This is an optimization exercise on Yosys and OpenROAD, whose aim is small area, a short achievable clock period and few clock cycles per item, not a production implementation. Where RTL was checked, it was by simulation tests only, not by an equivalence proof against the original. Function not checked in runs 3, 7 and 8: the RTL went through the layout flow alone. No activity file was given, so power comes from the tool's default toggle rates.

===== design/flow/design.v =====
module master_dma (
    input  wire        clk,
    input  wire        reset,
    input  wire        trigger,
    input  wire [4:0]  length,
    input  wire [31:0] source_address,
    input  wire [31:0] destination_address,
    output wire        done,
    output wire [31:0] ARADDR,
    output wire        ARVALID,
    input  wire        ARREADY,
    input  wire [31:0] RDATA,
    input  wire        RVALID,
    output wire        RREADY,
    output wire [31:0] AWADDR,
    output wire        AWVALID,
    input  wire        AWREADY,
    output wire [31:0] WDATA,
    output wire        WVALID,
    input  wire        WREADY,
    input  wire        BVALID,
    output wire        BREADY
);
wire [2:0] words = length[4:2];
reg       started;      
reg       done_r;       
reg       ar_left;      
reg       aw_left;      
reg       b_is_last;    
reg [2:0] ar_count;     
reg [2:0] aw_count;     
reg [2:0] b_count;      
assign ARVALID = ar_left & (started | trigger);
assign AWVALID = aw_left & (started | trigger);
wire ar_accept = ARVALID & ARREADY;
wire aw_accept = AWVALID & AWREADY;
addr_offset u_araddr (.clk(clk), .reset(reset), .base(source_address), .count(ar_count),
                      .accept(ar_accept), .addr(ARADDR));
addr_offset u_awaddr (.clk(clk), .reset(reset), .base(destination_address), .count(aw_count),
                      .accept(aw_accept), .addr(AWADDR));
assign WVALID = RVALID & started;
assign WDATA  = RDATA;
assign RREADY = WREADY;
assign BREADY = 1'b1;
wire b_last = BVALID & b_is_last;
assign done = done_r | b_last;
wire [2:0] b_count_next = b_count + {2'd0, BVALID};
always @(posedge clk) begin
    if (reset) begin
        started   <= 1'b0;
        done_r    <= 1'b0;
        ar_left   <= 1'b1;
        aw_left   <= 1'b1;
        b_is_last <= 1'b0;
        ar_count  <= 3'd0;
        aw_count  <= 3'd0;
        b_count   <= 3'd0;
    end else begin
        if (trigger)
            started <= 1'b1;
        if (b_last)
            done_r <= 1'b1;
        if (ar_accept) begin
            ar_count <= ar_count + 3'd1;
            if (ar_count + 3'd1 == words)
                ar_left <= 1'b0;
        end
        if (aw_accept) begin
            aw_count <= aw_count + 3'd1;
            if (aw_count + 3'd1 == words)
                aw_left <= 1'b0;
        end
        b_count   <= b_count_next;
        b_is_last <= (b_count_next + 3'd1 == words);
    end
end
endmodule
module addr_offset (
    input  wire        clk,
    input  wire        reset,
    input  wire [31:0] base,
    input  wire [2:0]  count,
    input  wire        accept,
    output wire [31:0] addr
);
localparam GROUP = 4;                   
localparam NG = (27 + GROUP - 1) / GROUP;
reg  [NG-1:0] gcarry;                   
wire          carry_next = gcarry[0] | (accept & (&addr[4:2]));
assign addr[1:0] = base[1:0];
assign addr[4:2] = base[4:2] + count;
genvar k, g;
generate
    for (k = 5; k < 32; k = k + 1) begin : g_inc
        if ((k - 5) % GROUP == 0) begin : g_first
            assign addr[k] = base[k] ^ gcarry[(k - 5) / GROUP];
        end else begin : g_rest
            assign addr[k] = base[k] ^ (gcarry[(k - 5) / GROUP] & (&base[k-1:5 + GROUP * ((k - 5) / GROUP)]));
        end
    end
    for (g = 0; g < NG; g = g + 1) begin : g_carry
        wire next;
        if (g == 0) begin : g_low
            assign next = carry_next;
        end else begin : g_high
            assign next = carry_next & (&base[5 + GROUP * g - 1:5]);
        end
        always @(posedge clk) begin
            if (reset)
                gcarry[g] <= 1'b0;
            else
                gcarry[g] <= next;
        end
    end
endgenerate
endmodule
module dma_top (
    input  wire        clk,
    input  wire        reset,
    input  wire        trigger,
    input  wire [4:0]  length,
    input  wire [31:0] source_address,
    input  wire [31:0] destination_address,
    output wire        done,
    output wire [31:0] ARADDR,
    output wire        ARVALID,
    input  wire        ARREADY,
    input  wire [31:0] RDATA,
    input  wire        RVALID,
    output wire        RREADY,
    output wire [31:0] AWADDR,
    output wire        AWVALID,
    input  wire        AWREADY,
    output wire [31:0] WDATA,
    output wire        WVALID,
    input  wire        WREADY,
    input  wire        BVALID,
    output wire        BREADY
);
master_dma u_dma (
    .clk(clk),
    .reset(reset),
    .trigger(trigger),
    .length(length),
    .source_address(source_address),
    .destination_address(destination_address),
    .done(done),
    .ARADDR(ARADDR),
    .ARVALID(ARVALID),
    .ARREADY(ARREADY),
    .RDATA(RDATA),
    .RVALID(RVALID),
    .RREADY(RREADY),
    .AWADDR(AWADDR),
    .AWVALID(AWVALID),
    .AWREADY(AWREADY),
    .WDATA(WDATA),
    .WVALID(WVALID),
    .WREADY(WREADY),
    .BVALID(BVALID),
    .BREADY(BREADY)
);
endmodule

===== design/flow/flow/run.sh =====
#!/bin/bash
# ORFS layout with two changes from the standard one:
#  - synthesis maps the logic with a plain delay-oriented ABC script (no
#    full/half-adder extraction, no ABC buffering or resizing); everything else
#    in synthesis, including the registers, is the standard synthesis;
#  - the port buffers are the smallest buffer cell.
set -euo pipefail
here=$(pwd)
rm -rf "$here/scripts_abc"
cp -r "$FLOW_HOME/scripts" "$here/scripts_abc"
printf '&get -n\n&st\n&dch\n&nf -p\n&put\n' > "$here/scripts_abc/abc_speed.script"
bash standard.sh "SCRIPTS_DIR=$here/scripts_abc" 'ADDER_MAP_FILE=' synth > synth.log 2>&1
bash standard.sh 'BUFFER_PORTS_ARGS=-buffer_cell sky130_fd_sc_hd__buf_1' finish > layout.log 2>&1

===== design/flow/config.mk =====
export PLATFORM = sky130hd
export DESIGN_NAME = dma_top
export DESIGN_NICKNAME = dma_top
export VERILOG_FILES = /design/flow/design.v
export SDC_FILE = /design/flow/constraint.sdc
export NUM_CORES = 4
export LEC_CHECK = 0
export CAP_MARGIN = 20
export CORE_MARGIN = 2
export CORE_UTILIZATION = 45
export SETUP_SLACK_MARGIN = 1.4
export SLEW_MARGIN = 20

===== design/flow/standard.sh =====
#!/bin/bash
# synth_recipe.tcl (not shown) runs the flow's synth.tcl, then flattens the netlist and writes it again
# the make line also repeats each setting of config.mk as NAME=value (left out here)
make -C /OpenROAD-flow-scripts/flow DESIGN_CONFIG=/design/flow/config.mk WORK_HOME=/design/flow/orfs CLKGATE_MAP_FILE= SYNTH_SCRIPT=/design/flow/synth_recipe.tcl "${@:-finish}"

===== design/flow/constraint.sdc =====
create_clock -name core_clock -period 3.5 [get_ports {clk}]
set_input_delay 0.7000 -clock core_clock [delete_from_list [all_inputs] [get_ports {clk}]]
set_output_delay 0.7000 -clock core_clock [all_outputs]
set_load 0.01 [all_outputs]

==> reports/qor.txt, run 1 <==
GRT overflow -> 0
final period utilization -> 0.6008
worst hold path class -> reg -> reg
final net count -> 476
DRC Markers -> 0
cts-stage hold buffer count -> 0
root buffer cell -> clkbuf_8
crit path launch type -> primary input
Num CTS Buffers -> 3
Yosys reg bits -> 28
Die Wd -> 73.28 um
Worst-path clk slew -> 0.09 ns
crit-path cells -> buf_1 -> nand2_2 -> o21ai_2 -> xnor2_2 -> buf_2
antenna violations before repair -> 0
CTS tree -> built
synth top area cells -> dfxtp_1, xnor2_1, buf_4, xor2_1, nand4_1
critical path endpoint category -> primary output
DR vias -> 2141
post-route ant nets -> 0
Ys Warns -> 2
wire length per cell -> 14.75 um
net load switching power -> 267.5 uW
Switching Fraction -> 0.3273
initial core utilization -> 0.4634
Critical-path top delay cell -> o21ai_2
Yosys cell types -> 23
max_cap viols -> 0
first-pass GRT wire length -> 8.928 mm
R2R cell count -> 4
largest net degree at the start of global routing -> 29
leading cell type in the layout, fill and taps excluded -> buf_1
DIE HEIGHT -> 73.28 um
Worst Hold Slack -> 0.4919 ns
final HPWL from detailed placement -> 5.232 mm
max incr delay on CP -> 0.18 ns
Leakage -> 0.0009545 uW
GRT Overall Usage -> 0.2155
Max Fclk -> 475.5 MHz
min cycle time layout -> 2.103 ns
WHS Path Cells -> 1
status -> no timing/DRC/antenna violations
CP required -> 2.80 ns
worst skew pair latency -> 0.27 ns
setup tns final -> 0 ns
worst path arrival time -> 1.40 ns
Worst Skew -> 0.002362 ns
Peak VDD IR -> 281.2 uV
Slew Viols, Final -> 0
post-route worst setup slack -> 1.397 ns
largest fanout on the critical path -> 2
power density over the cells -> 311.9 mW/mm^2
Die ar. -> 0.005369 mm^2
vias in the first global route -> 1806
internal power -> 549.7 uW
core area -> 0.004661 mm^2
Post-Syn Nets -> 374
Mapped Cells -> 265
area growth from synthesis to layout -> 21.32%
Rows -> 25
post-synthesis sequential area ratio -> 0.2596
I/O pin cnt -> 211
Inserted Diodes -> 0
Logic pwr share -> 0.324
setup slack, reg-to-reg -> 1.75 ns
layout cells sized above 1 -> 0.1503
# setup viols final -> 0
Vias/cell -> 5.098
share of the synthesized area in the top cell type -> 0.2596
total power -> 817.2 uW
Place WS -> 1.207 ns
endpoints failing hold -> 0
Max clock buf depth -> 2
actual slew at the worst max-slew pin -> 0.6417 ns
Synth area leader -> dfxtp_1
Layout fillers -> 477
H-tree depth -> 1
Reg power frac -> 0.433
unrepaired setup endpoints after global routing -> true
RePlAce Congestion -> 0.7528
DR pass1 iterations -> 4
Buffers on Ports -> 133
commonest non-fill, non-tap cells in the layout -> buf_1, xnor2_1, xor2_1, nand4_1, clkbuf_2
total clock sinks -> 28
DRT iter0 DRCs -> 70
Placed Cells -> 415
final cell count without fillers -> 420
synthesized area -> 0.002160 mm^2
syn avg cell area -> 8.149 um^2
Total Wirelength -> 6.196 mm
max_slew headroom -> 0.5665
Clock power frac -> 0.243
critical path class -> in -> out
## registers in the layout (all words and copies together) (netlist names)
| name | cells |
|---|---|
| u_dma.ar_count | 3 |
| u_dma.ar_left | 1 |
| u_dma.aw_count | 3 |
| u_dma.aw_left | 1 |
| u_dma.b_count | 3 |
| u_dma.b_is_last | 1 |
| u_dma.done_r | 1 |
| u_dma.started | 1 |
| u_dma.u_araddr.gcarry | 7 |
| u_dma.u_awaddr.gcarry | 7 |
## path summary, 6_finish.rpt
check | endpoint | start
max | ARADDR[4] | source_address[2]
min reg2reg | u_dma.ar_left$_SDFFE_PP1P_ | u_dma.ar_left$_SDFFE_PP1P_
max reg2reg | u_dma.u_araddr.gcarry[4]$_SDFF_PP0_ | u_dma.started$_SDFFE_PP0P_
min | u_dma.ar_left$_SDFFE_PP1P_ | u_dma.ar_left$_SDFFE_PP1P_
## power groups by stage
| stage | logic [uW] | registers [uW] | clock network (uW) |
|---|---|---|---|
| floorplan | 181 | 354 | 0 |
| global placement | 241 | 359 | 0 |
| detailed placement | 244 | 359 | 0 |
| CTS | 248 | 352 | 205 |
| global route | 292 | 356 | 218 |
| finish | 265 | 354 | 199 |
## synth_stat cells (all sizes together)
master and count:
a211oi 4, a21o 4, a21oi 3, a31oi 12
a41oi 2, and2 3, and3 2, buf 38
conb 1, dfxtp 28, mux2i 1, nand2 20
nand3 3, nand4 26, nor2 15, nor2b 18
nor3 6, nor4 6, o21ai 4, or2 1
or3 4, xnor2 37, xor2 27
## routing by layer
metal,track usage,wire [um],vias to the layer above
li1,-,-,1093
met1,0.2682,2466,941
met2,0.3664,3067,95
met3,0.07133,601,12
met4,0.03704,61,0
met5,0,0,-
## critical path: cells and delay by family
kind,cells,cell delay [ns]
buffers and inverters,2,0.29
AND/OR/NAND/NOR,1,0.10
AO/OA/AOI/OAI,1,0.18
XOR/XNOR,1,0.13
## repair_timing
action / 4_1_cts / 5_1_grt
endpoints found under the setup margin: 5 / 23
pin swaps: 0 / 10
buffers inserted: 0 / 1
resized for setup: 10 / 45
## cells by family after synthesis
family | share of synthesized area
simple gates | 0.2555
xor+xnor | 0.2596
buf+inv | 0.1321
compound gates | 0.08691
flops | 0.2596
mux | 0.004635
other cells | 0.001736
## final cells by class
cell class	instances	area (um^2)	share of cell area
repair buffers	135	555.5	0.2120
flip-flops and latches	28	564.3	0.2154
well taps	54	67.56	0.02579
multi-input cells	199	1378	0.5258
clock buffers	4	55.05	0.02101
## through the flow
stage | utilization | cell area, um^2
6_report | 0.5621 | 2620
4_1_cts | 0.5396 | 2515
5_1_grt | 0.5621 | 2620
2_1_floorplan | - | 2160
3_5_place_dp | 0.5254 | 2449
3_3_place_gp | 0.5254 | 2449
Testbench counts, summed over its fixed seeds: cycles 29,253, words 9,566.
==> inputs of run 2 (changes only) <==
--- a/design/flow/config.mk
+++ b/design/flow/config.mk
@@ -8,5 +8,4 @@
 export CAP_MARGIN = 20
 export CORE_MARGIN = 2
 export CORE_UTILIZATION = 45
-export SETUP_SLACK_MARGIN = 1.4
 export SLEW_MARGIN = 20
==> run 2 against run 1 <==
Worst hold slack better by 0.0027 ns. Clock power hardly changed. Die area stayed put. Global-route usage is 0.14 points lower. Register-to-register slack worse by 0.09 ns. Highest routed layer unchanged. Still clean on timing, DRC and antenna.
==> reports/qor.txt, run 2 <==
worst path arrival time -> 1.51 ns
Max Fclk -> 451.7 MHz
Yosys cell types -> 23
placed cell area -> 0.002449 mm^2
max_slew headroom -> 0.5719
crit path launch type -> flop
design area -> 0.002504 mm^2
power density over the cells -> 316.6 mW/mm^2
multi-input logic area -> 0.001314 mm^2
Num CTS Buffers -> 3
min cycle time layout -> 2.214 ns
Switching Fraction -> 0.3276
area growth from synthesis to layout -> 15.93%
final net count -> 475
status -> no timing/DRC/antenna violations
share of the synthesized area in the top cell type -> 0.2596
DRT iter0 DRCs -> 85
Post-Synth Simple-Gate Area -> 0.2555
compound-cell area share of the yosys netlist -> 0.08691
unrepaired setup endpoints after global routing -> false
Layout fillers -> 491
Inserted Diodes -> 0
antenna violations before repair -> 0
Worst R2R End -> u_dma.u_awaddr.gcarry[6]$_SDFF_PP0_
Worst-path clk slew -> 0.09 ns
Synth Area in XOR/XNOR -> 0.2596
synthesized area -> 0.002160 mm^2
Rows -> 25
DRC Markers -> 0
post-synthesis mux area share -> 0.004635
largest net degree at the start of global routing -> 29
net load switching power -> 259.7 uW
Placed Cells -> 415
DR pass1 iterations -> 4
RePlAce Congestion -> 0.7528
I/O pin cnt -> 211
setup slack, reg-to-reg -> 1.66 ns
CP required -> 2.80 ns
Top FF cell, synth -> dfxtp_1
sequential cell area -> 560.5 um^2
Die ar. -> 0.005369 mm^2
setup tns final -> 0 ns
Top Registers -> u_dma.u_araddr.gcarry x7, u_dma.u_awaddr.gcarry x7
vias in the first global route -> 1803
Total Wirelength -> 6.079 mm
leading cell type in the layout, fill and taps excluded -> buf_1
synth top area cells -> dfxtp_1, xnor2_1, buf_4, xor2_1, nand4_1
total clock sinks -> 28
# setup viols final -> 0
commonest non-fill, non-tap cells in the layout -> buf_1, xnor2_1, dfxtp_1, xor2_1, nand4_1
Hold EP -> u_dma.ar_left$_SDFFE_PP1P_
critical path class -> reg -> out
cts-stage hold buffer count -> 0
top cells by count, synth -> buf_4, xnor2_1, dfxtp_1, xor2_1, nand4_1
initial core utilization -> 0.4634
largest fanout on the critical path -> 6
endpoints failing hold -> 0
H-tree depth -> 1
internal power -> 533.1 uW
Leakage -> 0.0008183 uW
EDFF count, synth -> 0
actual slew at the worst max-slew pin -> 0.6338 ns
layout cells sized above 1 -> 0.01370
Place WS -> 1.207 ns
Buffers on Ports -> 133
Ys Warns -> 2
worst hold path class -> reg -> reg
Peak VDD IR -> 277.4 uV
Synth area leader -> dfxtp_1
Reg power frac -> 0.444
core area -> 0.004661 mm^2
Die Wd -> 73.28 um
CTS tree -> built
worst skew pair latency -> 0.27 ns
GRT Overall Usage -> 0.2140
critical path endpoint category -> primary output
max_cap viols -> 0
post-CTS setup buffers -> 0
Max clock buf depth -> 2
DIE HEIGHT -> 73.28 um
Logic pwr share -> 0.307
R2R cell count -> 5
Vias/cell -> 5.043
syn avg cell area -> 8.149 um^2
Mapped Cells -> 265
final period utilization -> 0.6325
fraction of registers with async set or reset after synthesis -> 0
post-synthesis sequential area ratio -> 0.2596
largest family of logic cells by synthesized area -> XOR/XNOR gates
Post-Syn Nets -> 374
final cell count without fillers -> 419
Slew Viols, Final -> 0
WHS Path Cells -> 1
post-cts resize count -> 0
Yosys reg bits -> 28
Clock power frac -> 0.250
Worst Skew -> 0.003099 ns
first-pass GRT wire length -> 8.887 mm
DR vias -> 2113
final HPWL from detailed placement -> 5.232 mm
GRT overflow -> 0
most common cell in the netlist -> buf_4
post-route worst setup slack -> 1.286 ns
critical hold path startpoint -> u_dma.ar_left$_SDFFE_PP1P_
post-route ant nets -> 0
Worst R2R Start -> u_dma.aw_count[0]$_SDFFE_PP0P_
wire length per cell -> 14.51 um
Post-Synth Adder-Cell Area -> 0
root buffer cell -> clkbuf_8
total power -> 792.8 uW
## run 2: cell counts after synthesis
No cell type changed its count.
## run 2: routing by layer
metal | wire, um | GRT usage
met3 | 562 | 0.07133
met4 | 54 | 0.03704
met2 | 3001 | 0.3614
met1 | 2460 | 0.2682
met5 | 0 | 0
## run 2: how the worst max path moves through the flow
stage	from	cells past startpoint	to
after floorplan	source_address[3]	3	ARADDR[4]
after global placement	destination_address[5]	5	u_dma.u_awaddr.gcarry[6]$_SDFF_PP0_
after detailed placement	destination_address[5]	5	u_dma.u_awaddr.gcarry[6]$_SDFF_PP0_
after CTS	u_dma.ar_count[0]$_SDFFE_PP0P_	4	ARADDR[4]
after global routing	u_dma.ar_count[0]$_SDFFE_PP0P_	4	ARADDR[4]
final	u_dma.ar_count[0]$_SDFFE_PP0P_	4	ARADDR[4]
## run 2: final cells by class
class	count	share of cell area
Multi-Input combinational cell	199	0.5247
Sequential cell	28	0.2239
Timing Repair Buffer	134	0.2024
Tap cell	54	0.02699
Clock buffer	4	0.02199
## run 2: worst max-delay path, stage by stage, from the launching register on
cell	delay [ns]
dfxtp_1	0.51
nand2_1	0.14
o21ai_0	0.23
xnor2_1	0.17
buf_1	0.19
## run 2: power by group through the flow
stage	registers, uW	logic, uW	clock network, uW
3_3_place_gp	359	241	0
4_1_cts	351	245	205
2_1_floorplan	354	181	0
5_1_grt	354	271	218
6_report	352	243	198
3_5_place_dp	359	244	0
## run 2: metrics by stage
step | util | hold WS, ns
floorplan | - | 0.4329
global placement | 0.5254 | 0.4615
detailed placement | 0.5254 | 0.4603
CTS | 0.5372 | 0.4888
global route | 0.5372 | 0.5028
finish | 0.5372 | 0.4946
## run 2: cells by family after synthesis
family | count (synthesis)
AO/OA/AOI/OAI | 29
XOR/XNOR | 64
buffers and inverters | 38
flip-flops | 28
multiplexers | 1
other | 1
AND/OR/NAND/NOR | 104
==> inputs of run 3 (changes only) <==
--- a/design/flow/design.v
+++ b/design/flow/design.v
@@ -83,7 +83,7 @@
     input  wire        accept,
     output wire [31:0] addr
 );
-localparam GROUP = 4;                   
+localparam GROUP = 6;                   
 localparam NG = (27 + GROUP - 1) / GROUP;
 reg  [NG-1:0] gcarry;                   
 wire          carry_next = gcarry[0] | (accept & (&addr[4:2]));
==> design/flow/flow/run.sh (replaced) <==
#!/bin/bash
# Standard ORFS layout, with the port buffers made from the smallest buffer
# cell and the adders left to ABC (no full/half-adder cell extraction).
set -euo pipefail
bash standard.sh 'BUFFER_PORTS_ARGS=-buffer_cell sky130_fd_sc_hd__buf_1' 'ADDER_MAP_FILE=' finish > orfs_make.log 2>&1
==> run 3 against run 2 <==
Sequential power is 14% lower. Synthesized area grew 6.5%. Still clean on timing, DRC and antenna. Count of clock-buffer cells in the layout did not move. Clock skew is 0.0020 ns lower. Largest cell class unchanged. Sequential share of layout area down 4.0 points. Core utilization decreased by 1.5 points. Register-to-register slack improved by 0.20 ns. Synthesized cell count rose by 12%.
==> reports/qor.txt, run 3 <==
GRT Overall Usage -> 0.1655
Num CTS Buffers -> 3
crit-path cells -> buf_1 -> a31oi_1 -> or3_4 -> and2_2 -> buf_1
crit-path most repeated cell -> buf_1
core area -> 0.005010 mm^2
total clock sinks -> 24
Inserted Diodes -> 0
synthesized area -> 0.002300 mm^2
Die ar. -> 0.005698 mm^2
top cells by count, synth -> xnor2_1, buf_4, nand2_1, xor2_1, nor2_1
Slew Viols, Final -> 0
unrepaired setup endpoints after global routing -> false
CTS tree -> built
setup tns final -> 0 ns
post-CTS setup buffers -> 0
DR pass1 iterations -> 4
critical path class -> in -> out
RePlAce Congestion -> 0.6973
post-route worst setup slack -> 1.067 ns
leading cell type in the layout, fill and taps excluded -> buf_1
syn avg cell area -> 7.717 um^2
critical path endpoint category -> primary output
placed cell area -> 0.002562 mm^2
Post-Syn Nets -> 407
Yosys cell types -> 36
Die Wd -> 75.49 um
final net count -> 501
Vias/cell -> 4.753
share of the synthesized area in the top cell type -> 0.2089
commonest non-fill, non-tap cells in the layout -> buf_1, xnor2_1, nand2_1, xor2_1, nor2_1
status -> no timing/DRC/antenna violations
Top Registers -> u_dma.u_araddr.gcarry x5, u_dma.u_awaddr.gcarry x5
largest net degree at the start of global routing -> 15
Peak VDD IR -> 206.0 uV
GR Layer Usage met3 -> 0.04233
crit path launch type -> primary input
GR Layer Usage met1 -> 0.1794
Worst R2R End -> u_dma.u_araddr.gcarry[4]$_SDFF_PP0_
vias in the first global route -> 1755
H-tree depth -> 1
worst hold path class -> reg -> reg
largest fanout on the critical path -> 4
Place WS -> 1.056 ns
antenna violations before repair -> 0
worst path arrival time -> 1.73 ns
root buffer cell -> clkbuf_8
max_cap viols -> 0
Placed Cells -> 457
Total Wirelength -> 5.271 mm
DR vias -> 2191
synth top area cells -> dfxtp_1, xnor2_1, buf_4, xor2_1, nand2_1
min cycle time layout -> 2.433 ns
# setup viols final -> 0
fraction of registers with async set or reset after synthesis -> 0
delay-heaviest family, CP -> simple AND/OR/NAND/NOR gates
post-synthesis sequential area ratio -> 0.2089
final cell count without fillers -> 461
Worst-path clk slew -> 0.08 ns
Worst Skew -> 0.001050 ns
CP Buf/Inv Count -> 2
Ys Warns -> 2
power density over the cells -> 271.0 mW/mm^2
Top FF cell, synth -> dfxtp_1
GRT overflow -> 0
area growth from synthesis to layout -> 13.82%
Yosys reg bits -> 24
initial core utilization -> 0.4590
Buffers on Ports -> 133
most common cell in the netlist -> xnor2_1
design area -> 0.002618 mm^2
crit path to -> ARADDR[4]
CP Launch Point -> source_address[2]
Rows -> 26
Worst R2R Start -> u_dma.ar_count[0]$_SDFFE_PP0P_
EDFF count, synth -> 0
R2R cell count -> 4
final period utilization -> 0.6952
grt met2 use -> 0.3266
cts-stage hold buffer count -> 0
critical path depth -> 5
sequential cell area -> 480.5 um^2
post-route ant nets -> 0
DRT iter0 DRCs -> 31
first-pass GRT wire length -> 7.403 mm
DRC Markers -> 0
I/O pin cnt -> 211
Max Fclk -> 411.0 MHz
wire length per cell -> 11.43 um
Mapped Cells -> 298
Layout fillers -> 562
post-cts resize count -> 0
Critical-path top delay cell -> or3_4
max incr delay on CP -> 0.39 ns
Synth area leader -> dfxtp_1
setup slack, reg-to-reg -> 1.86 ns
Max clock buf depth -> 2
WHS Path Cells -> 1
endpoints failing hold -> 0
multi-input logic area -> 0.001465 mm^2
layout cells sized above 1 -> 0.03325
gr busiest metal -> met2
Leakage -> 0.0009487 uW
CP required -> 2.80 ns
final HPWL from detailed placement -> 4.562 mm
DIE HEIGHT -> 75.49 um
worst skew pair latency -> 0.26 ns
run 3: layout make-up:
class | count | share of cell area
Clock buffer | 4 | 0.02103
Inverter | 6 | 0.008604
Multi-Input combinational cell | 223 | 0.5598
Sequential cell | 24 | 0.1836
Tap cell | 70 | 0.03346
Timing Repair Buffer | 134 | 0.1936
run 3: how the worst min path moves through the flow:
stage	from	slack, ns	end
after detailed placement	u_dma.ar_left$_SDFFE_PP1P_	0.49	u_dma.ar_left$_SDFFE_PP1P_
final	u_dma.ar_left$_SDFFE_PP1P_	0.51	u_dma.ar_left$_SDFFE_PP1P_
after global placement	u_dma.ar_left$_SDFFE_PP1P_	0.49	u_dma.ar_left$_SDFFE_PP1P_
after global routing	u_dma.ar_left$_SDFFE_PP1P_	0.54	u_dma.ar_left$_SDFFE_PP1P_
after floorplan	u_dma.ar_left$_SDFFE_PP1P_	0.47	u_dma.ar_left$_SDFFE_PP1P_
after CTS	u_dma.aw_left$_SDFFE_PP1P_	0.51	u_dma.aw_left$_SDFFE_PP1P_
run 3: logic make-up (layout without fill, tap and decap cells):
logic type / after synthesis / in the layout / synth area share
AO/OA/AOI/OAI: 16 / 16 / 0.05549
XOR/XNOR: 77 / 77 / 0.2965
buffers and inverters: 51 / 144 / 0.1540
flip-flops: 24 / 24 / 0.2089
multiplexers: 2 / 2 / 0.008705
other: 1 / 1 / 0.001631
AND/OR/NAND/NOR: 127 / 127 / 0.2748
run 3: routing by layer:
| metal | share of wire | routed length, um |
|---|---|---|
| met1 | 0.39 | 2046 |
| met2 | 0.54 | 2835 |
| met3 | 0.068 | 357 |
| met4 | 0.0061 | 32 |
| met5 | 0 | 0 |
run 3: power by group:
part           switching [uW]  internal (uW)  total (uW)
combinational             126           93.4         219
sequential               18.3            284         302
clock                    87.7            100         188
run 3: metrics by stage:
stage	hold WS (ns)	power, uW	util
floorplan	0.4745	479.3	-
global placement	0.4913	527.4	0.5115
detailed placement	0.4947	529.9	0.5115
CTS	0.5149	721.5	0.5225
global route	0.5357	763.3	0.5225
finish	0.5109	709.2	0.5225
==> inputs of run 4 (changes only) <==
--- a/design/flow/design.v
+++ b/design/flow/design.v
@@ -83,7 +83,7 @@
     input  wire        accept,
     output wire [31:0] addr
 );
-localparam GROUP = 6;                   
+localparam GROUP = 4;                   
 localparam NG = (27 + GROUP - 1) / GROUP;
 reg  [NG-1:0] gcarry;                   
 wire          carry_next = gcarry[0] | (accept & (&addr[4:2]));
==> run 4 against run 3 <==
Count of clock-buffer cells in the layout stayed put. Non-clock buffer count stayed put. Via count is 1.8% lower. Core utilization is 0.74 points higher. Largest cell class unchanged. Critical endpoint unchanged. Maximum frequency is 1.8% higher. Sequential share of layout area is 2.5 points higher. Still clean on timing, DRC and antenna. Total power is 7.4% higher. Sequential cell count is 4 higher. Routed wire length is 6.4% lower.
==> reports/qor.txt, run 4 <==
status -> no timing/DRC/antenna violations
DR vias -> 2151
DRT iter0 DRCs -> 38
cts-stage hold buffer count -> 0
DR pass1 iterations -> 4
post-CTS setup buffers -> 0
unrepaired setup endpoints after global routing -> false
worst hold path class -> reg -> reg
RePlAce Congestion -> 0.7361
share of the synthesized area in the top cell type -> 0.2369
Die Wd -> 76.51 um
DRC Markers -> 0
CP required -> 2.80 ns
endpoints failing hold -> 0
Met3 Wirelength -> 404 um
DIE HEIGHT -> 76.51 um
worst path arrival time -> 1.69 ns
crit-path cells -> buf_1 -> a31oi_1 -> o21ai_0 -> and2_1 -> buf_1
setup slack, reg-to-reg -> 1.84 ns
I/O pin cnt -> 211
synth top area cells -> dfxtp_1, xnor2_1, buf_4, xor2_1, nand4_1
Top Registers -> u_dma.u_araddr.gcarry x7, u_dma.u_awaddr.gcarry x7
area growth from synthesis to layout -> 13.64%
Placed Cells -> 442
setup tns final -> 0 ns
Yosys cell types -> 30
Layout fillers -> 537
root buffer cell -> clkbuf_8
final period utilization -> 0.6828
Die ar. -> 0.005854 mm^2
GRT overflow -> 0
post-synthesis sequential area ratio -> 0.2369
initial core utilization -> 0.4662
layout cells sized above 1 -> 0.03457
Worst R2R End -> u_dma.u_araddr.gcarry[5]$_SDFF_PP0_
Synth area leader -> dfxtp_1
Rows -> 26
uppermost layer routed -> met4
fraction of registers with async set or reset after synthesis -> 0
Peak VDD IR -> 163.2 uV
power density over the cells -> 283.2 mW/mm^2
largest fanout on the critical path -> 4
Post-Syn Nets -> 392
final HPWL from detailed placement -> 4.089 mm
Buffers on Ports -> 133
WL met1 -> 2.115 mm
# setup viols final -> 0
antenna violations before repair -> 0
Num CTS Buffers -> 3
post-route ant nets -> 0
crit-path most repeated cell -> buf_1
Slew Viols, Final -> 0
synthesized area -> 0.002366 mm^2
crit path launch type -> primary input
post-cts resize count -> 0
Max Fclk -> 418.4 MHz
GRT Overall Usage -> 0.1616
final net count -> 486
critical hold path startpoint -> u_dma.ar_left$_SDFFE_PP1P_
critical path endpoint category -> primary output
Worst-path clk slew -> 0.09 ns
R2R cell count -> 4
commonest non-fill, non-tap cells in the layout -> buf_1, xnor2_1, dfxtp_1, xor2_1, nand4_1
max_cap viols -> 0
final cell count without fillers -> 446
leading cell type in the layout, fill and taps excluded -> buf_1
sequential cell area -> 560.5 um^2
Inserted Diodes -> 0
Worst R2R Start -> u_dma.ar_count[0]$_SDFFE_PP0P_
H-tree depth -> 1
largest net degree at the start of global routing -> 16
Total Wirelength -> 4.936 mm
multi-input logic area -> 0.001468 mm^2
Worst Skew -> 0.001477 ns
Top FF cell, synth -> dfxtp_1
total clock sinks -> 28
Max clock buf depth -> 2
Hold EP -> u_dma.ar_left$_SDFFE_PP1P_
metal2 WL -> 2.382 mm
vias in the first global route -> 1888
EDFF count, synth -> 0
WHS Path Cells -> 1
worst skew pair latency -> 0.27 ns
top cells by count, synth -> xnor2_1, buf_4, dfxtp_1, xor2_1, nand4_1
first-pass GRT wire length -> 8.052 mm
Mapped Cells -> 283
core area -> 0.005075 mm^2
critical path class -> in -> out
wire length per cell -> 11.07 um
Ys Warns -> 2
CTS tree -> built
placed cell area -> 0.002634 mm^2
Critical-path top delay cell -> o21ai_0
min cycle time layout -> 2.390 ns
design area -> 0.002689 mm^2
syn avg cell area -> 8.360 um^2
Vias/cell -> 4.823
most common cell in the netlist -> xnor2_1
max incr delay on CP -> 0.35 ns
Yosys reg bits -> 28
Leakage -> 0.0008850 uW
## run 4: layout make-up
type / instances / area share
sequential: 28 / 0.2085
timing repair buffer: 134 / 0.1885
tap: 70 / 0.03257
inverter: 3 / 0.004188
clock buffer: 4 / 0.02047
multi-input combinational: 207 / 0.5458
## run 4: how the worst max path moves through the flow
stage,from,endpoint,slack [ns],cells past startpoint
final,source_address[2],ARADDR[4],1.11,5
after CTS,source_address[2],ARADDR[4],1.09,5
after global placement,source_address[2],ARADDR[4],1.10,5
after floorplan,source_address[4],ARADDR[4],1.40,3
after global routing,u_dma.ar_count[0]$_SDFFE_PP0P_,ARADDR[4],0.99,4
after detailed placement,source_address[2],ARADDR[4],1.09,5
## run 4: power breakdown
part | internal (uW) | switching, uW
sequential | 329 | 17.8
clock | 101 | 94.9
combinational | 93.3 | 126
total | 523 | 238
## run 4: logic make-up (layout without fill, tap and decap cells)
| family | Yosys count | count (layout) | synth area share |
|---|---|---|---|
| AO/OA/AOI/OAI | 16 | 16 | 0.06346 |
| AND/OR/NAND/NOR | 111 | 111 | 0.2618 |
| XOR/XNOR | 77 | 77 | 0.2850 |
| other | 1 | 1 | 0.001585 |
| multiplexers | 2 | 2 | 0.008461 |
| buffers and inverters | 48 | 141 | 0.1428 |
| flip-flops | 28 | 28 | 0.2369 |
## run 4: layer usage
metal  vias up  global-route usage
li1       1116                   -
met1       942              0.1884
met2        91              0.2894
met3         2             0.04147
met4         0             0.04909
met5         -                   0
## run 4: per-stage QoR
stage / power [uW] / hold slack, ns / util / setup WS, ns
floorplan: 524.8 / 0.4744 / - / 1.399
global placement: 573.3 / 0.4965 / 0.5190 / 1.098
detailed placement: 575.6 / 0.5039 / 0.5190 / 1.092
CTS: 774.4 / 0.5269 / 0.5298 / 1.093
global route: 809.8 / 0.5565 / 0.5298 / 0.9923
finish: 761.6 / 0.5203 / 0.5298 / 1.110
## run 4: critical path, delay by kind of cell
family | cells | cell delay (ns)
AO/OA/AOI/OAI | 2 | 0.48
buffers and inverters | 2 | 0.33
AND/OR/NAND/NOR | 1 | 0.18
Testbench counts of run 4, summed over its fixed seeds: cycles 29,253, words 9,566.
==> inputs of run 5 (changes only) <==
--- a/design/flow/design.v
+++ b/design/flow/design.v
@@ -24,20 +24,15 @@
 wire [2:0] words = length[4:2];
 reg       started;      
 reg       done_r;       
-reg       ar_left;      
-reg       aw_left;      
 reg       b_is_last;    
-reg [2:0] ar_count;     
-reg [2:0] aw_count;     
 reg [2:0] b_count;      
-assign ARVALID = ar_left & (started | trigger);
-assign AWVALID = aw_left & (started | trigger);
-wire ar_accept = ARVALID & ARREADY;
-wire aw_accept = AWVALID & AWREADY;
-addr_offset u_araddr (.clk(clk), .reset(reset), .base(source_address), .count(ar_count),
-                      .accept(ar_accept), .addr(ARADDR));
-addr_offset u_awaddr (.clk(clk), .reset(reset), .base(destination_address), .count(aw_count),
-                      .accept(aw_accept), .addr(AWADDR));
+wire active = started | trigger;
+addr_channel u_ar (.clk(clk), .reset(reset), .base(source_address), .words(words),
+                   .active(active), .started(started), .ready(ARREADY),
+                   .valid(ARVALID), .addr(ARADDR));
+addr_channel u_aw (.clk(clk), .reset(reset), .base(destination_address), .words(words),
+                   .active(active), .started(started), .ready(AWREADY),
+                   .valid(AWVALID), .addr(AWADDR));
 assign WVALID = RVALID & started;
 assign WDATA  = RDATA;
 assign RREADY = WREADY;
@@ -49,46 +44,41 @@
     if (reset) begin
         started   <= 1'b0;
         done_r    <= 1'b0;
-        ar_left   <= 1'b1;
-        aw_left   <= 1'b1;
-        b_is_last <= 1'b0;
-        ar_count  <= 3'd0;
-        aw_count  <= 3'd0;
         b_count   <= 3'd0;
     end else begin
         if (trigger)
             started <= 1'b1;
         if (b_last)
             done_r <= 1'b1;
-        if (ar_accept) begin
-            ar_count <= ar_count + 3'd1;
-            if (ar_count + 3'd1 == words)
-                ar_left <= 1'b0;
-        end
-        if (aw_accept) begin
-            aw_count <= aw_count + 3'd1;
-            if (aw_count + 3'd1 == words)
-                aw_left <= 1'b0;
-        end
         b_count   <= b_count_next;
-        b_is_last <= (b_count_next + 3'd1 == words);
     end
 end
+always @(posedge clk)
+    b_is_last <= (b_count_next + 3'd1 == words);
 endmodule
-module addr_offset (
+module addr_channel (
     input  wire        clk,
     input  wire        reset,
     input  wire [31:0] base,
-    input  wire [2:0]  count,
-    input  wire        accept,
+    input  wire [2:0]  words,
+    input  wire        active,
+    input  wire        started,
+    input  wire        ready,
+    output wire        valid,
     output wire [31:0] addr
 );
 localparam GROUP = 4;                   
 localparam NG = (27 + GROUP - 1) / GROUP;
+reg           left;                     
+reg  [2:0]    low;                      
 reg  [NG-1:0] gcarry;                   
-wire          carry_next = gcarry[0] | (accept & (&addr[4:2]));
+assign valid = left & active;
+wire   accept = valid & ready;
 assign addr[1:0] = base[1:0];
-assign addr[4:2] = base[4:2] + count;
+assign addr[4:2] = started ? low : base[4:2];
+wire [2:0] low_next = addr[4:2] + {2'd0, accept};
+wire [2:0] low_end  = base[4:2] + words;
+wire       carry_next = gcarry[0] | (accept & (&addr[4:2]));
 genvar k, g;
 generate
     for (k = 5; k < 32; k = k + 1) begin : g_inc
@@ -113,6 +103,14 @@
         end
     end
 endgenerate
+always @(posedge clk)
+    low <= low_next;
+always @(posedge clk) begin
+    if (reset)
+        left <= 1'b1;
+    else if (accept && low_next == low_end)
+        left <= 1'b0;
+end
 endmodule
 module dma_top (
     input  wire        clk,
==> design/flow/flow/run.sh (replaced) <==
#!/bin/bash
# ORFS layout with two changes from the standard one:
#  - synthesis maps the logic with a plain delay-oriented ABC script (no
#    full/half-adder extraction, no ABC buffering or resizing); everything else
#    in synthesis, including the registers, is the standard synthesis;
#  - the port buffers are the smallest buffer cell.
set -euo pipefail
here=$(pwd)
rm -rf "$here/scripts_abc"
cp -r "$FLOW_HOME/scripts" "$here/scripts_abc"
printf '&get -n\n&st\n&dch\n&nf -p\n&put\n' > "$here/scripts_abc/abc_speed.script"
bash standard.sh "SCRIPTS_DIR=$here/scripts_abc" 'ADDER_MAP_FILE=' synth > synth.log 2>&1
bash standard.sh 'BUFFER_PORTS_ARGS=-buffer_cell sky130_fd_sc_hd__buf_1' finish > layout.log 2>&1
==> run 5 against run 4 <==
Register-to-register slack worse by 0.58 ns. Sequential share of layout area rose by 1.7 points. Highest routed layer unchanged. Critical path type is now reg -> out. Cell area is 7.6% lower. Critical endpoint is now AWADDR[2].
==> reports/qor.txt, run 5 <==
CP required -> 2.80 ns
cts-stage hold buffer count -> 0
crit path launch type -> flop
H-tree depth -> 1
worst hold path class -> reg -> reg
net load switching power -> 257.6 uW
DRC Markers -> 0
Slew Viols, Final -> 0
max_cap viols -> 0
Num CTS Buffers -> 3
Worst Skew -> 0.001806 ns
power density over the cells -> 317.2 mW/mm^2
Reg power frac -> 0.452
syn avg cell area -> 8.221 um^2
RePlAce Congestion -> 0.7756
unrepaired setup endpoints after global routing -> false
Rows -> 25
final cell count without fillers -> 415
final period utilization -> 0.6778
share of the synthesized area in the top cell type -> 0.2593
endpoints failing hold -> 0
DR pass1 iterations -> 4
layout cells sized above 1 -> 0.008310
GRT overflow -> 0
area growth from synthesis to layout -> 14.93%
CP Buf/Inv Count -> 2
GRT Overall Usage -> 0.1777
EDFF count, synth -> 0
status -> no timing/DRC/antenna violations
# setup viols final -> 0
Ys Warns -> 2
Total Wirelength -> 5.222 mm
synthesized area -> 0.002162 mm^2
vias in the first global route -> 1731
Max Fclk -> 421.5 MHz
Leakage -> 0.0008422 uW
post-route worst setup slack -> 1.128 ns
Critical-path top delay cell -> dfxtp_1
Vias/cell -> 4.983
Yosys reg bits -> 28
Die Wd -> 73.32 um
Top Registers -> u_dma.u_ar.gcarry x7, u_dma.u_aw.gcarry x7
post-route ant nets -> 0
final core occ -> 0.5296
Max clock buf depth -> 2
Place WS -> 1.106 ns
critical path endpoint category -> primary output
CTS tree -> built
DIE HEIGHT -> 73.32 um
post-CTS setup buffers -> 0
Placed Cells -> 412
Buffers on Ports -> 133
post-cts resize count -> 0
fraction of registers with async set or reset after synthesis -> 0
DR vias -> 2068
root buffer cell -> clkbuf_8
first-pass GRT wire length -> 7.665 mm
core area -> 0.004692 mm^2
initial core utilization -> 0.4608
Top FF cell, synth -> dfxtp_1
Inserted Diodes -> 0
commonest non-fill, non-tap cells in the layout -> buf_1, xnor2_1, dfxtp_1, xor2_1, nand4_1
Die ar. -> 0.005375 mm^2
Synth area leader -> dfxtp_1
synth top area cells -> dfxtp_1, xnor2_1, buf_4, xor2_1, nand4_1
most common cell in the netlist -> xnor2_1
worst skew pair latency -> 0.27 ns
worst path arrival time -> 1.67 ns
setup tns final -> 0 ns
Yosys cell types -> 29
critical path class -> reg -> out
wire length per cell -> 12.58 um
Mapped Cells -> 263
delay-heaviest family, CP -> flip-flops
Post-Syn Nets -> 372
internal power -> 530.6 uW
final net count -> 472
largest net degree at the start of global routing -> 15
Logic pwr share -> 0.332
Worst-path clk slew -> 0.09 ns
top cells by count, synth -> xnor2_1, buf_4, dfxtp_1, xor2_1, nand4_1
largest fanout on the critical path -> 10
Peak VDD IR -> 240.1 uV
final HPWL from detailed placement -> 4.520 mm
max incr delay on CP -> 0.63 ns
I/O pin cnt -> 211
Clock power frac -> 0.216
total clock sinks -> 28
crit-path cells -> mux2i_1 -> clkinv_1 -> buf_1
Switching Fraction -> 0.3268
leading cell type in the layout, fill and taps excluded -> buf_1
antenna violations before repair -> 0
DRT iter0 DRCs -> 43
post-synthesis sequential area ratio -> 0.2593
min cycle time layout -> 2.372 ns
-- run 5: worst paths after layout --
path | startpoint | to | slack, ns | cells after the start
max | u_dma.started$_SDFFE_PP0P_ | AWADDR[2] | 1.13 | 3
min | u_dma.u_aw.left$_SDFFE_PP1P_ | u_dma.u_aw.left$_SDFFE_PP1P_ | 0.49 | 2
max reg2reg | u_dma.started$_SDFFE_PP0P_ | u_dma.u_aw.gcarry[6]$_SDFF_PP0_ | 1.26 | 6
min reg2reg | u_dma.u_aw.left$_SDFFE_PP1P_ | u_dma.u_aw.left$_SDFFE_PP1P_ | 0.49 | 2
-- run 5: worst reg2reg max path: cells and delay by family (launching register included) --
family / cells / cell delay, ns
compound gates: 2 / 0.46
flops: 1 / 0.63
simple gates: 4 / 1.08
-- run 5: power groups by stage --
stage,clock (uW),sequential [uW],combinational (uW)
CTS,181,357,264
global route,193,359,292
global placement,0,364,260
detailed placement,0,364,263
finish,170,356,261
floorplan,0,359,204
-- run 5: layout make-up --
class	instances	area, um^2
fillers	482	2207
inverters	7	26.28
repair buffers	133	499.2
clock buffers	3	41.29
multi-input cells	190	1290
flip-flops and latches	28	560.5
well taps	54	67.56
-- run 5: cell families (layout without fill, tap and decap cells) --
group / Yosys count / after routing / share of synthesized area
compound gates: 30 / 30 / 0.08739
xor+xnor: 64 / 64 / 0.2593
buf+inv: 45 / 143 / 0.1441
flops: 28 / 28 / 0.2593
mux: 6 / 6 / 0.02951
other cells: 1 / 1 / 0.001734
simple gates: 89 / 89 / 0.2188
-- run 5: layer usage --
metal / global-route usage / wire, um / up-vias
met1: 0.2289 / 2176 / 918
li1: - / - / 1062
met5: 0 / 0 / -
met2: 0.3083 / 2635 / 82
met3: 0.04664 / 375 / 6
met4: 0.02020 / 34 / 0
-- run 5: per-stage QoR --
stage,hold slack [ns],instance area (um^2),power [uW]
2_1_floorplan,0.4412,2162,562.8
3_3_place_gp,0.4714,2444,623.6
3_5_place_dp,0.4730,2444,626.9
4_1_cts,0.4866,2485,801.7
5_1_grt,0.5341,2485,844.3
6_report,0.4885,2485,788.2
Testbench counts of run 5, summed over its fixed seeds: cycles 29,253, words 9,566.
==> inputs of run 6 (changes only) <==
--- a/design/flow/config.mk
+++ b/design/flow/config.mk
@@ -8,4 +8,5 @@
 export CAP_MARGIN = 20
 export CORE_MARGIN = 2
 export CORE_UTILIZATION = 45
+export SETUP_SLACK_MARGIN = 1.45
 export SLEW_MARGIN = 20
==> run 6 against run 5 <==
Largest cell class unchanged. Clock skew increased by 0.00056 ns. Final cell count increased by 1.9%. Clock power increased by about 50%. Register-to-register slack improved by 0.35 ns. Non-clock buffer count increased by 7. Critical path depth increased by 2. First-iteration DRC count increased by 4.7%. Still clean.
==> reports/qor.txt, run 6 <==
# setup viols final -> 0
CP Buf/Inv Count -> 2
R2R cell count -> 7
GRT overflow -> 0
Max Fclk -> 491.5 MHz
largest net degree at the start of global routing -> 17
largest fanout on the critical path -> 4
final net count -> 479
max incr delay on CP -> 0.18 ns
CP required -> 2.80 ns
status -> no timing/DRC/antenna violations
internal power -> 630.1 uW
Worst R2R End -> u_dma.u_ar.gcarry[6]$_SDFF_PP0_
final period utilization -> 0.5813
antenna violations before repair -> 0
Synth area leader -> dfxtp_1
most common cell in the netlist -> xnor2_1
Post-Syn Nets -> 372
Die Wd -> 73.32 um
Critical-path top delay cell -> and2_4
Max clock buf depth -> 2
Worst R2R Start -> u_dma.started$_SDFFE_PP0P_
Rows -> 25
Hold EP -> u_dma.u_aw.left$_SDFFE_PP1P_
syn avg cell area -> 8.221 um^2
min cycle time layout -> 2.034 ns
CTS tree -> built
max_cap viols -> 0
unrepaired setup endpoints after global routing -> true
fraction of registers with async set or reset after synthesis -> 0
setup tns final -> 0 ns
EDFF count, synth -> 0
Worst Skew -> 0.002365 ns
GR Layer Usage met3 -> 0.06036
H-tree depth -> 1
Mapped Cells -> 263
DIE HEIGHT -> 73.32 um
grt met2 use -> 0.3093
post-route ant nets -> 0
synth top area cells -> dfxtp_1, xnor2_1, buf_4, xor2_1, nand4_1
Switching Fraction -> 0.3047
root buffer cell -> clkbuf_8
Peak VDD IR -> 361.6 uV
CP Launch Point -> source_address[18]
Clock power frac -> 0.281
DR vias -> 2120
Slew Viols, Final -> 0
RePlAce Congestion -> 0.8187
WHS Path Cells -> 2
share of the synthesized area in the top cell type -> 0.2593
synthesized area -> 0.002162 mm^2
critical path class -> in -> out
DRC Markers -> 0
I/O pin cnt -> 211
critical hold path startpoint -> u_dma.u_aw.left$_SDFFE_PP1P_
delay-heaviest family, CP -> simple AND/OR/NAND/NOR gates
power density over the cells -> 333.0 mW/mm^2
commonest non-fill, non-tap cells in the layout -> buf_1, xnor2_1, dfxtp_1, xor2_1, nand4_1
DR pass1 iterations -> 4
core area -> 0.004692 mm^2
Reg power frac -> 0.396
leading cell type in the layout, fill and taps excluded -> buf_1
design area -> 0.002721 mm^2
gr busiest metal -> met2
Top Registers -> u_dma.u_ar.gcarry x7, u_dma.u_aw.gcarry x7
Total Wirelength -> 5.590 mm
Logic pwr share -> 0.323
net load switching power -> 276.1 uW
placed cell area -> 0.002444 mm^2
vias in the first global route -> 1778
Leakage -> 0.001033 uW
layout cells sized above 1 -> 0.1789
initial core utilization -> 0.4608
worst hold path class -> reg -> reg
top cells by count, synth -> xnor2_1, buf_4, dfxtp_1, xor2_1, nand4_1
crit path launch type -> primary input
Ys Warns -> 2
worst skew pair latency -> 0.27 ns
wire length per cell -> 13.22 um
critical path endpoint category -> primary output
Worst-path clk slew -> 0.10 ns
crit-path cells -> buf_1 -> and2_4 -> nand3_4 -> xnor2_2 -> buf_2
worst path arrival time -> 1.33 ns
Vias/cell -> 5.012
Die ar. -> 0.005375 mm^2
setup slack, reg-to-reg -> 1.61 ns
Yosys cell types -> 29
DRT iter0 DRCs -> 45
post-synthesis sequential area ratio -> 0.2593
Inserted Diodes -> 0
Num CTS Buffers -> 3
Buffers on Ports -> 133
Layout fillers -> 478
first-pass GRT wire length -> 7.914 mm
Top FF cell, synth -> dfxtp_1
endpoints failing hold -> 0
GR Layer Usage met1 -> 0.2297
GRT Overall Usage -> 0.1840
total clock sinks -> 28
area growth from synthesis to layout -> 25.87%
Yosys reg bits -> 28
final HPWL from detailed placement -> 4.636 mm
==> run 6: cell count changes in the layout (fill, tap and decap cells not counted), moves of 3 or more <==
cell / before / now
buf_6: 0 / 4
buf_1: 133 / 93
mux2i_1: 3 / 0
buf_4: 0 / 7
clkbuf_2: 0 / 21
buf_2: 0 / 15
==> run 6: timing repair <==
item | 4_1_cts | 5_1_grt
hold buffers | 0 | 0
endpoints found under the setup margin | 31 | 29
pin swaps | 4 | 19
gates resized for setup | 27 | 43
buffers inserted | 2 | 5
==> run 6: layout make-up <==
class | count | area [um^2] | share of cell area
Clock buffer | 3 | 41.29 | 0.01517
Clock inverter | 1 | 30.03 | 0.01103
Inverter | 7 | 27.53 | 0.01011
Multi-Input combinational cell | 190 | 1364 | 0.5012
Sequential cell | 28 | 564.3 | 0.2074
Tap cell | 54 | 67.56 | 0.02483
Timing Repair Buffer | 140 | 626.9 | 0.2303
==> run 6: layer usage <==
layer	up-vias	share of wire
li1	1082	-
met1	932	0.41
met2	96	0.50
met3	10	0.076
met4	0	0.013
met5	-	0
==> run 6: worst reg2reg max path: cells and delay by family (launching register included) <==
kind,cells,cell delay [ns]
buffers and inverters,1,0.15
AND/OR/NAND/NOR,4,0.89
flip-flops,1,0.46
AO/OA/AOI/OAI,2,0.33
==> run 6: power by group through the flow <==
| stage | Sequential (uW) | Clock [uW] | Combinational (uW) |
|---|---|---|---|
| floorplan | 359 | 0 | 204 |
| detailed placement | 364 | 0 | 263 |
| global route | 362 | 277 | 323 |
| global placement | 363 | 0 | 261 |
| finish | 359 | 255 | 293 |
| CTS | 357 | 264 | 272 |
==> run 6: worst max-delay path by stage <==
stage | endpoint | slack (ns) | cells after the start
final | ARADDR[20] | 1.47 | 5
after global routing | AWADDR[3] | 1.36 | 4
after CTS | AWADDR[2] | 1.40 | 4
after detailed placement | u_dma.u_aw.gcarry[6]$_SDFF_PP0_ | 1.09 | 7
after global placement | u_dma.u_aw.gcarry[6]$_SDFF_PP0_ | 1.11 | 7
after floorplan | u_dma.u_ar.left$_SDFFE_PP1P_ | 1.45 | 6
==> run 6: metrics by stage <==
| step | hold slack [ns] | setup WS, ns | cells | utilization | total power, uW |
|---|---|---|---|---|---|
| after global placement | 0.4723 | 1.113 | 412 | 0.5208 | 624.2 |
| final | 0.4887 | 1.466 | 423 | 0.5800 | 906.2 |
| after global routing | 0.5266 | 1.365 | 423 | 0.5800 | 961.7 |
| after CTS | 0.4921 | 1.401 | 418 | 0.5520 | 893.4 |
| after detailed placement | 0.4743 | 1.094 | 412 | 0.5208 | 627.1 |
| after floorplan | 0.4412 | 1.452 | 263 | - | 563.2 |
==> run 6: cell families (layout without fill, tap and decap cells) <==
family | count (synthesis) | in the layout | synth area share
multiplexers | 6 | 6 | 0.02951
flip-flops | 28 | 28 | 0.2593
buffers and inverters | 45 | 151 | 0.1441
other | 1 | 1 | 0.001734
XOR/XNOR | 64 | 64 | 0.2593
AO/OA/AOI/OAI | 30 | 30 | 0.08739
AND/OR/NAND/NOR | 89 | 89 | 0.2188
==> inputs of run 7 (changes only) <==
--- a/design/flow/design.v
+++ b/design/flow/design.v
@@ -67,7 +67,7 @@
     output wire        valid,
     output wire [31:0] addr
 );
-localparam GROUP = 4;                   
+localparam GROUP = 5;                   
 localparam NG = (27 + GROUP - 1) / GROUP;
 reg           left;                     
 reg  [2:0]    low;                      
--- a/design/flow/config.mk
+++ b/design/flow/config.mk
@@ -8,5 +8,5 @@
 export CAP_MARGIN = 20
 export CORE_MARGIN = 2
 export CORE_UTILIZATION = 45
-export SETUP_SLACK_MARGIN = 1.45
+export SETUP_SLACK_MARGIN = 1.3
 export SLEW_MARGIN = 20
==> run 7 against run 6 <==
Largest power group unchanged. Die area grew 0.44%. Highest routed layer unchanged. Maximum frequency shrank 4.6%. Still clean. Worst hold slack lost 0.00099 ns.
==> reports/qor.txt, run 7 <==
layout cells sized above 1 -> 0.1609
post-synthesis sequential area ratio -> 0.2396
post-route worst setup slack -> 1.368 ns
worst path arrival time -> 1.43 ns
max incr delay on CP -> 0.17 ns
I/O pin cnt -> 211
delay-heaviest family, CP -> buffers and inverters
worst hold path class -> reg -> reg
synthesized area -> 0.002172 mm^2
root buffer cell -> clkbuf_8
Die ar. -> 0.005399 mm^2
internal power -> 542.6 uW
compound-cell area share of the yosys netlist -> 0.07776
setup slack, reg-to-reg -> 1.51 ns
unrepaired setup endpoints after global routing -> true
critical path class -> in -> out
Worst Hold Slack -> 0.4877 ns
Total Wirelength -> 5.249 mm
Buffers on Ports -> 133
share of the synthesized area in the top cell type -> 0.2396
crit-path cells -> clkbuf_2 -> nand4_1 -> buf_4 -> xnor2_1 -> buf_1
Rows -> 25
Mapped Cells -> 267
Slew Viols, Final -> 0
Worst-path clk slew -> 0.09 ns
initial core utilization -> 0.4629
endpoints failing hold -> 0
Place WS -> 0.9933 ns
final HPWL from detailed placement -> 4.324 mm
commonest non-fill, non-tap cells in the layout -> buf_1, xnor2_1, dfxtp_1, xor2_1, nand2_1
setup tns final -> 0 ns
Max clock buf depth -> 2
DR pass1 iterations -> 4
first-pass GRT wire length -> 7.714 mm
Top FF cell, synth -> dfxtp_1
largest family of logic cells by synthesized area -> XOR/XNOR gates
H-tree depth -> 1
core area -> 0.004692 mm^2
Num CTS Buffers -> 3
Vias/cell -> 4.960
synth top area cells -> dfxtp_1, xnor2_1, buf_4, xor2_1, nor2b_1
total clock sinks -> 26
Switching Fraction -> 0.3262
wire length per cell -> 12.29 um
DRT iter0 DRCs -> 41
CP Buf/Inv Count -> 3
CTS tree -> built
largest fanout on the critical path -> 4
max_cap viols -> 0
Inserted Diodes -> 0
EDFF count, synth -> 0
DIE HEIGHT -> 73.48 um
Clock power frac -> 0.243
critical path endpoint category -> primary output
DR vias -> 2118
Yosys cell types -> 32
antenna violations before repair -> 0
final period utilization -> 0.6092
Critical-path top delay cell -> buf_4
Synth area leader -> dfxtp_1
worst skew pair latency -> 0.27 ns
Worst Skew -> 0.0009790 ns
syn avg cell area -> 8.135 um^2
Die Wd -> 73.48 um
Post-Syn Nets -> 376
Post-Synth Simple-Gate Area -> 0.2506
DRC Markers -> 0
Ys Warns -> 2
# setup viols final -> 0
min cycle time layout -> 2.132 ns
post-synthesis mux area share -> 0.02995
final net count -> 483
largest net degree at the start of global routing -> 15
Peak VDD IR -> 195.4 uV
Yosys reg bits -> 26
most common cell in the netlist -> xnor2_1
Post-Synth Adder-Cell Area -> 0
Max Fclk -> 469.0 MHz
Logic pwr share -> 0.343
GRT overflow -> 0
RePlAce Congestion -> 0.7822
Layout fillers -> 471
Placed Cells -> 416
Leakage -> 0.001088 uW
GRT Overall Usage -> 0.1781
post-route ant nets -> 0
Synth Area in XOR/XNOR -> 0.2621
power density over the cells -> 292.8 mW/mm^2
area growth from synthesis to layout -> 26.61%
leading cell type in the layout, fill and taps excluded -> buf_1
fraction of registers with async set or reset after synthesis -> 0
net load switching power -> 262.7 uW
top cells by count, synth -> xnor2_1, buf_4, dfxtp_1, xor2_1, nand2_1
Reg power frac -> 0.414
crit path launch type -> primary input
vias in the first global route -> 1760
status -> no timing/DRC/antenna violations
final cell count without fillers -> 427
CP required -> 2.80 ns
Top Registers -> u_dma.u_ar.gcarry x6, u_dma.u_aw.gcarry x6
## run 7: final timing paths
check / startpoint / end / cells after the start
min reg2reg: u_dma.u_ar.left$_SDFFE_PP1P_ / u_dma.u_ar.left$_SDFFE_PP1P_ / 2
max reg2reg: u_dma.started$_SDFFE_PP0P_ / u_dma.u_aw.gcarry[5]$_SDFF_PP0_ / 6
min: u_dma.u_ar.left$_SDFFE_PP1P_ / u_dma.u_ar.left$_SDFFE_PP1P_ / 2
max: source_address[16] / ARADDR[18] / 5
## run 7: area by class of cell
class,count,area (um^2),area share
clock buffers,4,55.05,0.02002
inverters,4,15.01,0.005460
multi-input cells,199,1470,0.5346
flip-flops and latches,26,521.8,0.1897
well taps,54,67.56,0.02457
repair buffers,140,620.6,0.2257
## run 7: timing repair
| item | in CTS | in global routing |
|---|---|---|
| cloned | 0 | 0 |
| gates resized for setup | 15 | 47 |
| setup buffers | 7 | 0 |
| hold endpoints to repair | 0 | 0 |
| hold buffers | 0 | 0 |
| pin swaps | 8 | 8 |
| endpoints found under the setup margin | 15 | 22 |
## run 7: worst reg2reg max path: stages, from the launching register on
cell	delay [ns]
dfxtp_2	0.50
mux2_1	0.29
a41oi_1	0.17
nor4_2	0.31
nor4b_4	0.26
and4b_1	0.24
and4b_1	0.17
## run 7: through the flow
| stage | util | power, uW | area, um^2 |
|---|---|---|---|
| global placement | 0.5229 | 594.3 | 2454 |
| floorplan | - | 535.7 | 2172 |
| global route | 0.5861 | 858.2 | 2750 |
| finish | 0.5861 | 805.2 | 2750 |
| detailed placement | 0.5229 | 596.9 | 2454 |
| CTS | 0.5523 | 802.1 | 2591 |
## run 7: cell families after synthesis
group,Yosys count
xor+xnor,65
other cells,1
simple gates,101
buf+inv,42
flops,26
mux,6
compound gates,26
## run 7: routing by layer
layer / up-vias / part of all wire / wire length (um) / GRT usage
li1: 1079 / - / - / -
met1: 946 / 0.41 / 2175 / 0.2252
met2: 87 / 0.51 / 2674 / 0.3175
met3: 6 / 0.066 / 345 / 0.03978
met4: 0 / 0.010 / 54 / 0.02020
met5: - / 0 / 0 / 0
## run 7: power by group through the flow
stage / Clock, uW / Sequential, uW / Combinational (uW)
finish: 196 / 333 / 276
detailed placement: 0 / 338 / 259
global placement: 0 / 337 / 257
floorplan: 0 / 334 / 201
global route: 215 / 336 / 307
CTS: 206 / 332 / 264
==> inputs of run 8 (changes only) <==
--- a/design/flow/design.v
+++ b/design/flow/design.v
@@ -67,7 +67,7 @@
     output wire        valid,
     output wire [31:0] addr
 );
-localparam GROUP = 5;                   
+localparam GROUP = 7;                   
 localparam NG = (27 + GROUP - 1) / GROUP;
 reg           left;                     
 reg  [2:0]    low;                      
==> run 8 against run 7 <==
Die area is 5.4% lower. Global-route usage is 4.2 points higher. Critical path depth is 2 higher. Final cell count is 2.6% higher. Register-to-register slack worse by 0.08 ns. Cell area is 12% higher. Worst hold slack worse by 0.0093 ns. Setup slack worse by 0.17 ns. Synthesized cell count is 2.6% lower. Synthesized area is 5.7% lower. Routed wire length is 21% higher. Maximum frequency is 7.3% lower. Critical path type unchanged.
==> reports/qor.txt, run 8 <==
fraction of registers with async set or reset after synthesis -> 0
critical path endpoint category -> primary output
synth top area cells -> dfxtp_1, xnor2_1, buf_4, xor2_1, nor2b_1
final HPWL from detailed placement -> 4.835 mm
final net count -> 497
cts-stage hold buffer count -> 0
DR pass1 iterations -> 4
post-synthesis mux area share -> 0.02932
Vias/cell -> 5.068
post-synthesis sequential area ratio -> 0.2150
Num CTS Buffers -> 3
top cells by count, synth -> xnor2_1, buf_4, dfxtp_1, xor2_1, nor2_1
Yosys reg bits -> 22
Total Wirelength -> 6.366 mm
Die ar. -> 0.005107 mm^2
Ys Warns -> 2
unrepaired setup endpoints after global routing -> true
Synth Area in XOR/XNOR -> 0.2694
syn avg cell area -> 7.878 um^2
H-tree depth -> 1
compound-cell area share of the yosys netlist -> 0.09469
Top Registers -> u_dma.u_ar.gcarry x4, u_dma.u_aw.gcarry x4
largest fanout on the critical path -> 4
max_cap viols -> 0
setup tns final -> 0 ns
commonest non-fill, non-tap cells in the layout -> buf_1, xnor2_1, buf_4, xor2_1, buf_2
largest family of logic cells by synthesized area -> XOR/XNOR gates
Post-Synth Simple-Gate Area -> 0.2358
Post-Synth Adder-Cell Area -> 0
GRT Overall Usage -> 0.2202
final core occ -> 0.7043
largest net degree at the start of global routing -> 12
Worst-path clk slew -> 0.08 ns
worst skew pair latency -> 0.26 ns
Mapped Cells -> 260
initial core utilization -> 0.4672
RePlAce Congestion -> 0.8761
antenna violations before repair -> 0
Synth area leader -> dfxtp_1
Die Wd -> 71.47 um
DR vias -> 2220
Slew Viols, Final -> 0
first-pass GRT wire length -> 9.025 mm
layout cells sized above 1 -> 0.3109
Inserted Diodes -> 0
Max clock buf depth -> 2
total clock sinks -> 22
EDFF count, synth -> 0
root buffer cell -> clkbuf_8
DRT iter0 DRCs -> 44
area growth from synthesis to layout -> 50.76%
crit path launch type -> primary input
CP required -> 2.80 ns
Leakage -> 0.001248 uW
worst path arrival time -> 1.60 ns
GRT overflow -> 0
critical path class -> in -> out
share of the synthesized area in the top cell type -> 0.2150
vias in the first global route -> 2011
wire length per cell -> 14.53 um
Post-Syn Nets -> 369
Rows -> 24
DIE HEIGHT -> 71.47 um
core area -> 0.004384 mm^2
final period utilization -> 0.6569
Max Fclk -> 435.0 MHz
most common cell in the netlist -> xnor2_1
power density over the cells -> 250.2 mW/mm^2
leading cell type in the layout, fill and taps excluded -> buf_1
Peak VDD IR -> 208.3 uV
synthesized area -> 0.002048 mm^2
Worst Skew -> 0.001801 ns
post-route ant nets -> 0
Yosys cell types -> 27
DRC Markers -> 0
Top FF cell, synth -> dfxtp_1
# setup viols final -> 0
I/O pin cnt -> 211
status -> no timing/DRC/antenna violations
worst hold path class -> reg -> reg
endpoints failing hold -> 0
min cycle time layout -> 2.299 ns
Buffers on Ports -> 133
CTS tree -> built
[run 8: metrics by stage]
stage	power, uW	cells	worst slack (ns)	cell area (um^2)	hold slack [ns]
floorplan	491.8	260	1.285	2068	0.4414
global placement	554.2	407	0.8480	2347	0.4691
detailed placement	556.4	407	0.8351	2347	0.4658
CTS	746.2	425	1.203	2803	0.4803
global route	819.4	438	1.147	3088	0.5028
finish	772.6	438	1.201	3088	0.4784
[run 8: final timing paths]
path,startpoint,end,slack [ns],cells past startpoint
min reg2reg,u_dma.u_ar.left$_SDFFE_PP1P_,u_dma.u_ar.left$_SDFFE_PP1P_,0.48,2
max,source_address[20],ARADDR[25],1.20,7
min,u_dma.u_ar.left$_SDFFE_PP1P_,u_dma.u_ar.left$_SDFFE_PP1P_,0.48,2
max reg2reg,u_dma.started$_SDFFE_PP0P_,u_dma.u_aw.gcarry[3]$_SDFF_PP0_,1.43,6
[run 8: worst max-delay path, cell delays in order]
cell and delay (ns):
buf_8 0.08, nand4_1 0.11, nand2b_4 0.16, nand2b_4 0.14, nand2b_4 0.14, xnor2_2 0.12, buf_2 0.14
[run 8: logic make-up (layout without fill, tap and decap cells)]
family                 after synthesis  in the layout
AND/OR/NAND/NOR                     91             91
XOR/XNOR                            63             63
buffers and inverters               46            172
AO/OA/AOI/OAI                       31             31
flip-flops                          22             22
multiplexers                         6              6
other                                1              1
[run 8: per-layer routing]
metal	GRT usage	routed length [um]	up-vias
met3	0.07595	527	19
met2	0.3755	3272	94
met4	0.07128	150	0
met5	0	0	-
li1	-	-	1095
met1	0.2587	2415	1012
[run 8: what timing repair did]
action / in CTS / in global routing
gates resized for setup: 88 / 63
pin swaps: 15 / 23
endpoints found under the setup margin: 38 / 26
buffers inserted: 15 / 13
[run 8: power breakdown]
group          total [uW]  switching, uW  internal (uW)
Sequential            293           17.9            275
Combinational         323            168            155
Clock                 157           80.3           76.9
[run 8: cell type report]
cell class,instances,area [um^2]
clock buffers,3,41.29
fillers,367,1296
inverters,8,30.03
multi-input cells,192,1574
flip-flops and latches,22,446.7
well taps,52,65.06
repair buffers,161,930.9

==> separate check: timing with driven ports <==
Ports are ideal in the flow. The routed layouts listed here were re-timed in OpenROAD. Step 1: set_driving_cell puts a clkbuf_16 on clk and a buf_2 on each other input, an assumption about the parent block. Step 2 times the ports against the registers' clock, not the clock port: input delays grow and output delays shrink by t, the midpoint of the rising clock arrivals with the driver on. a / b / c = ideal ports / drivers / drivers and shift; a / b = the first two.
| run | shift t [ns] | slack for setup (ns) | worst setup path at the end | latest minus earliest clock arrival (ns) | worst data-port slew with drivers (ns) |
|---|---|---|---|---|---|
| run 1 | 0.294 | 1.397 / 1.370 / 1.289 | input to register | 0.003 / 0.003 | 0.12 |
| run 2 | 0.294 | 1.286 / 1.262 / 1.177 | input to register | 0.003 / 0.003 | 0.12 |
| run 3 | 0.286 | 1.067 / 1.046 / 1.046 | input to output | 0.003 / 0.002 | 0.07 |
| run 4 | 0.293 | 1.110 / 1.083 / 1.083 | input to output | 0.002 / 0.002 | 0.07 |
| run 5 | 0.289 | 1.128 / 1.105 / 1.100 | input to register | 0.001 / 0.002 | 0.08 |
| run 6 | 0.296 | 1.466 / 1.423 / 1.281 | input to register | 0.003 / 0.002 | 0.08 |
| run 7 | 0.289 | 1.368 / 1.305 / 1.184 | input to register | 0.001 / 0.001 | 0.08 |
| run 8 | 0.284 | 1.201 / 1.147 / 1.091 | input to register | 0.002 / 0.002 | 0.09 |
After both steps every run listed still meets setup and hold. The setup slack of run 6, which loses most, moves by -0.043 ns with the drivers and by -0.185 ns with both steps.
